From an optimization exercise on the open Yosys and OpenROAD flow, aimed at small area, a short achievable clock period and few clock cycles; shortcuts taken in it are not production practice.
RTL that was checked went through simulation tests only; none was proved equivalent to the original.
No activity file was given, so power comes from the tool's default toggle rates.

Design CPU, start of the top module:
module CPU (input clk, rst,
            input ld_we, input [4:0] ld_addr, input [7:0] ld_data,
            output st_valid, output [4:0] st_addr, output [7:0] st_data);
==> module CPU, before the edit <==
module CPU (input clk, rst,
            input ld_we, input [4:0] ld_addr, input [7:0] ld_data,
            output st_valid, output [4:0] st_addr, output [7:0] st_data);
  reg [7:0] mem [0:31];
  reg [7:0] stk [0:31];
  reg [4:0] pc, pc1;            
  reg       e_pop;              
  reg       e_jz;               
  reg       e_add, e_sub, e_and;
  reg       r_dn, r_up;         
  reg       t_md, t_nmd, t_s1, t_ns1, t_alu, t_nalu, t_ns0, t_s0;   
  reg       u_ns0, u_alu;       
  reg [4:0] ra;                 
  reg       wen;
  reg [4:0] wa;
  reg [7:0] wd;
  wire [7:0] s0 = stk[0];
  wire [7:0] s1 = stk[1];
  wire [7:0] s2 = stk[2];
  wire taken = e_jz & (s0 == 8'd0);
  assign st_valid = e_pop;
  assign st_addr  = wa;
  assign st_data  = wd;
  always @(posedge clk) begin
    if (wen)
      mem[wa] <= wd;
  end
  wire [7:0] f0 = mem[pc];
  wire [7:0] f1 = mem[pc1];
  wire hit0 = wen & (wa == pc);
  wire hit1 = wen & (wa == pc1);
  wire [2:0] o0 = f0[7:5];
  wire [2:0] o1 = f1[7:5];
  wire [4:0] a0 = f0[4:0];
  wire [4:0] a1 = f1[4:0];
  wire i0_push = o0 == 3'b100;
  wire i0_pop  = o0 == 3'b101;
  wire i0_not  = o0 == 3'b011;
  wire i0_alu  = ~o0[2] & ~(o0[1] & o0[0]);
  wire i0_jmp  = o0 == 3'b110;
  wire i0_jz   = o0 == 3'b111;
  wire i1_push = o1 == 3'b100;
  wire i1_not  = o1 == 3'b011;
  wire i1_jmp  = o1 == 3'b110;
  wire hz   = (i0_pop & (a0[4:3] == pc1[4:3])) | hit1;
  wire x0   = i0_pop | i0_alu | i0_not;
  wire p_j  = ~i0_jmp & i1_jmp & ~hz;          
  wire p_p  = x0 & i1_push & ~hz;              
  wire p_n  = (x0 | i0_push) & i1_not & ~hz;   
  wire same = a0 == a1;                        
  wire n_a0 = i0_jmp;
  wire n_a1 = p_j;
  wire n_p2 = p_p | p_n;
  wire n_p1 = ~i0_jmp & ~p_j & ~p_p & ~p_n;
  wire [4:0] pc2 = pc1 + 5'd1;
  wire [4:0] pc3 = pc1 + 5'd2;
  wire [4:0] a0i = a0 + 5'd1;
  wire [4:0] a1i = a1 + 5'd1;
  always @(posedge clk, posedge rst) begin
    if (rst) begin
      pc  <= 5'd0;
      pc1 <= 5'd1;
      {e_pop, e_jz, r_dn, r_up, u_ns0, u_alu} <= 6'd0;
      {t_md, t_nmd, t_s1, t_ns1, t_alu, t_nalu, t_ns0} <= 7'd0;
      t_s0 <= 1'b1;
    end else if (taken | hit0) begin
      if (taken) begin
        pc  <= wa;
        pc1 <= wa + 5'd1;
      end
      {e_pop, e_jz, r_dn, r_up, u_ns0, u_alu} <= 6'd0;
      {t_md, t_nmd, t_s1, t_ns1, t_alu, t_nalu, t_ns0} <= 7'd0;
      t_s0 <= 1'b1;
    end else begin
      pc  <= ({5{n_a0}} & a0) | ({5{n_a1}} & a1) | ({5{n_p2}} & pc2) | ({5{n_p1}} & pc1);
      pc1 <= ({5{n_a0}} & a0i) | ({5{n_a1}} & a1i) | ({5{n_p2}} & pc3) | ({5{n_p1}} & pc2);
      e_pop  <= i0_pop;
      e_jz   <= i0_jz;
      r_dn   <= i0_push | (i0_not & p_p);
      r_up   <= (i0_pop | i0_alu) & ~p_p;
      u_ns0  <= i0_not & p_p;
      u_alu  <= i0_alu & p_p;
      t_md   <= (i0_push & ~p_n) | (p_p & ~(i0_pop & same));
      t_nmd  <= i0_push & p_n;
      t_s1   <= i0_pop & ~p_p & ~p_n;
      t_ns1  <= i0_pop & p_n;
      t_alu  <= i0_alu & ~p_p & ~p_n;
      t_nalu <= i0_alu & p_n;
      t_ns0  <= i0_not & ~p_p & ~p_n;
      t_s0   <= i0_jmp | i0_jz | (i0_not & p_n) | (p_p & i0_pop & same);
    end
  end
  always @(posedge clk) begin
    e_add <= o0[1:0] == 2'b00;
    e_sub <= o0[1:0] == 2'b01;
    e_and <= o0[1:0] == 2'b10;
    ra    <= p_p ? a1 : a0;
  end
  wire [7:0] md   = mem[ra];
  wire [7:0] sum  = s0 + s1;
  wire [7:0] diff = ~(~s0 + s1);           
  wire [7:0] alu  = ({8{e_add}} & sum) | ({8{e_sub}} & diff) | ({8{e_and}} & (s0 & s1));
  wire [7:0] top_n = ({8{t_md}}   & md)
                   | ({8{t_nmd}}  & ~md)
                   | ({8{t_s1}}   & s1)
                   | ({8{t_ns1}}  & ~s1)
                   | ({8{t_alu}}  & alu)
                   | ({8{t_nalu}} & ~alu)
                   | ({8{t_ns0}}  & ~s0)
                   | ({8{t_s0}}   & s0);
  always @(posedge clk) begin
    wen <= ld_we | (~rst & ~taken & ~hit0 & i0_pop);
    wa  <= ld_we ? ld_addr : a0;
    wd  <= ld_we ? ld_data : top_n;
  end
  integer k;
  always @(posedge clk, posedge rst) begin
    if (rst) begin
      for (k = 0; k < 32; k = k + 1)
        stk[k] <= 8'd0;
    end else begin
      stk[0] <= top_n;
      if (r_dn)
        stk[1] <= u_ns0 ? ~s0 : s0;
      else if (r_up)
        stk[1] <= s2;
      else if (u_alu)
        stk[1] <= alu;
      for (k = 2; k < 32; k = k + 1)
        if (r_dn)
          stk[k] <= stk[k-1];
        else if (r_up)
          stk[k] <= stk[(k+1) % 32];
    end
  end
endmodule
export LEC_CHECK = 0
export ABC_CLOCK_PERIOD_IN_PS = 2800
export CAP_MARGIN = 20
export CORE_MARGIN = 2
export CORE_UTILIZATION = 60
export CTS_BUF_LIST = sky130_fd_sc_hd__clkbuf_8 sky130_fd_sc_hd__clkbuf_16
export CTS_CLUSTER_DIAMETER = 60
export CTS_CLUSTER_SIZE = 30
export PLACE_DENSITY = 0.7
export SLEW_MARGIN = 20
export SETUP_SLACK_MARGIN = 7.2
export TNS_END_PERCENT = 20
export BUFFER_PORTS_ARGS = -buffer_cell sky130_fd_sc_hd__buf_4
create_clock -name core_clock -period 10.0 [get_ports {clk}]
standard.sh (not shown) runs the stock make flow with config.mk's settings and CLKGATE_MAP_FILE= SYNTH_SCRIPT=/design/flow/synth_recipe.tcl, a recipe that flattens the netlist after the stock synthesis.
==> flow/flow/run.sh <==
#!/bin/bash
# Standard ORFS layout (the standard.sh, unchanged synthesis), with extra
# settings appended to config.mk: repair_timing aims for a tighter setup slack,
# and the port buffers are plain buffers.
set -e
cat flow/extra.mk >> config.mk
bash standard.sh > standard.log 2>&1
==> flow/flow/extra.mk <==
export SETUP_SLACK_MARGIN = 7.2
export TNS_END_PERCENT = 20
export BUFFER_PORTS_ARGS = -buffer_cell sky130_fd_sc_hd__buf_4
Testbench counts at the start, summed over its fixed seeds: cycles 15,319.
Next try:
--- a/flow/design.v
+++ b/flow/design.v
@@ -27,8 +27,6 @@
       mem[wa] <= wd;
   end
-  wire [7:0] f0 = mem[pc];
-  wire [7:0] f1 = mem[pc1];
-  wire hit0 = wen & (wa == pc);
-  wire hit1 = wen & (wa == pc1);
+  wire [7:0] f0 = (wen && wa == pc)  ? wd : mem[pc];
+  wire [7:0] f1 = (wen && wa == pc1) ? wd : mem[pc1];
   wire [2:0] o0 = f0[7:5];
   wire [2:0] o1 = f1[7:5];
@@ -44,5 +42,5 @@
   wire i1_not  = o1 == 3'b011;
   wire i1_jmp  = o1 == 3'b110;
-  wire hz   = (i0_pop & (a0[4:3] == pc1[4:3])) | hit1;
+  wire hz   = i0_pop & (a0[4:3] == pc1[4:3]);
   wire x0   = i0_pop | i0_alu | i0_not;
   wire p_j  = ~i0_jmp & i1_jmp & ~hz;          
@@ -65,9 +63,7 @@
       {t_md, t_nmd, t_s1, t_ns1, t_alu, t_nalu, t_ns0} <= 7'd0;
       t_s0 <= 1'b1;
-    end else if (taken | hit0) begin
-      if (taken) begin
-        pc  <= wa;
-        pc1 <= wa + 5'd1;
-      end
+    end else if (taken) begin
+      pc  <= wa;
+      pc1 <= wa + 5'd1;
       {e_pop, e_jz, r_dn, r_up, u_ns0, u_alu} <= 6'd0;
       {t_md, t_nmd, t_s1, t_ns1, t_alu, t_nalu, t_ns0} <= 7'd0;
@@ -111,5 +107,5 @@
                    | ({8{t_s0}}   & s0);
   always @(posedge clk) begin
-    wen <= ld_we | (~rst & ~taken & ~hit0 & i0_pop);
+    wen <= ld_we | (~rst & ~taken & i0_pop);
     wa  <= ld_we ? ld_addr : a0;
     wd  <= ld_we ? ld_data : top_n;
After rerunning: The new run finished with timing, DRC and antenna clean; power rose by 5.1%; global-route usage climbs by 2.6 points; worst setup slack gets worse by 300 ps; hold slack barely changes; synthesized area hardly moves; critical path depth goes down by 3; non-clock buffer count increases by 10; wire length came out higher by about 11%; cell area goes up by about 1.4%; first-iteration DRC count is higher by about 40%; clock skew shrinks by 5.2 ps; cell count fell by 1.3%.
Only the layout flow was run in the second run of this note; the RTL was not checked for function there.

==> static timing again, ports no longer ideal <==
The flow's constraints put no driver on any port. The routed layouts listed below were extracted and timed again, unchanged, in two steps.
Step 1: set_driving_cell puts a clkbuf_16 on clk and a buf_2 on each other input, an assumption about the parent block.
Step 2, shift: input delay + t, output delay - t, t = (earliest + latest rising clock arrival at the registers) / 2. This alone moves slack from input paths to output paths.
Three values: no drivers, after step 1, after step 2; two values: the first two.
run | shift t [ns] | slack for setup (ns) | worst register clock-pin slew, ns
the first run | 0.665 | 6.688 / 6.688 / 6.460 | 0.10 / 0.10
the second run | 0.663 | 6.391 / 6.391 / 6.391 | 0.09 / 0.09
After both steps setup and hold are still met in every run listed. For the first run, which loses most, drivers alone change the setup slack by 0.000 ns; drivers and shift together by -0.228 ns. Setup slack includes reset recovery checks.
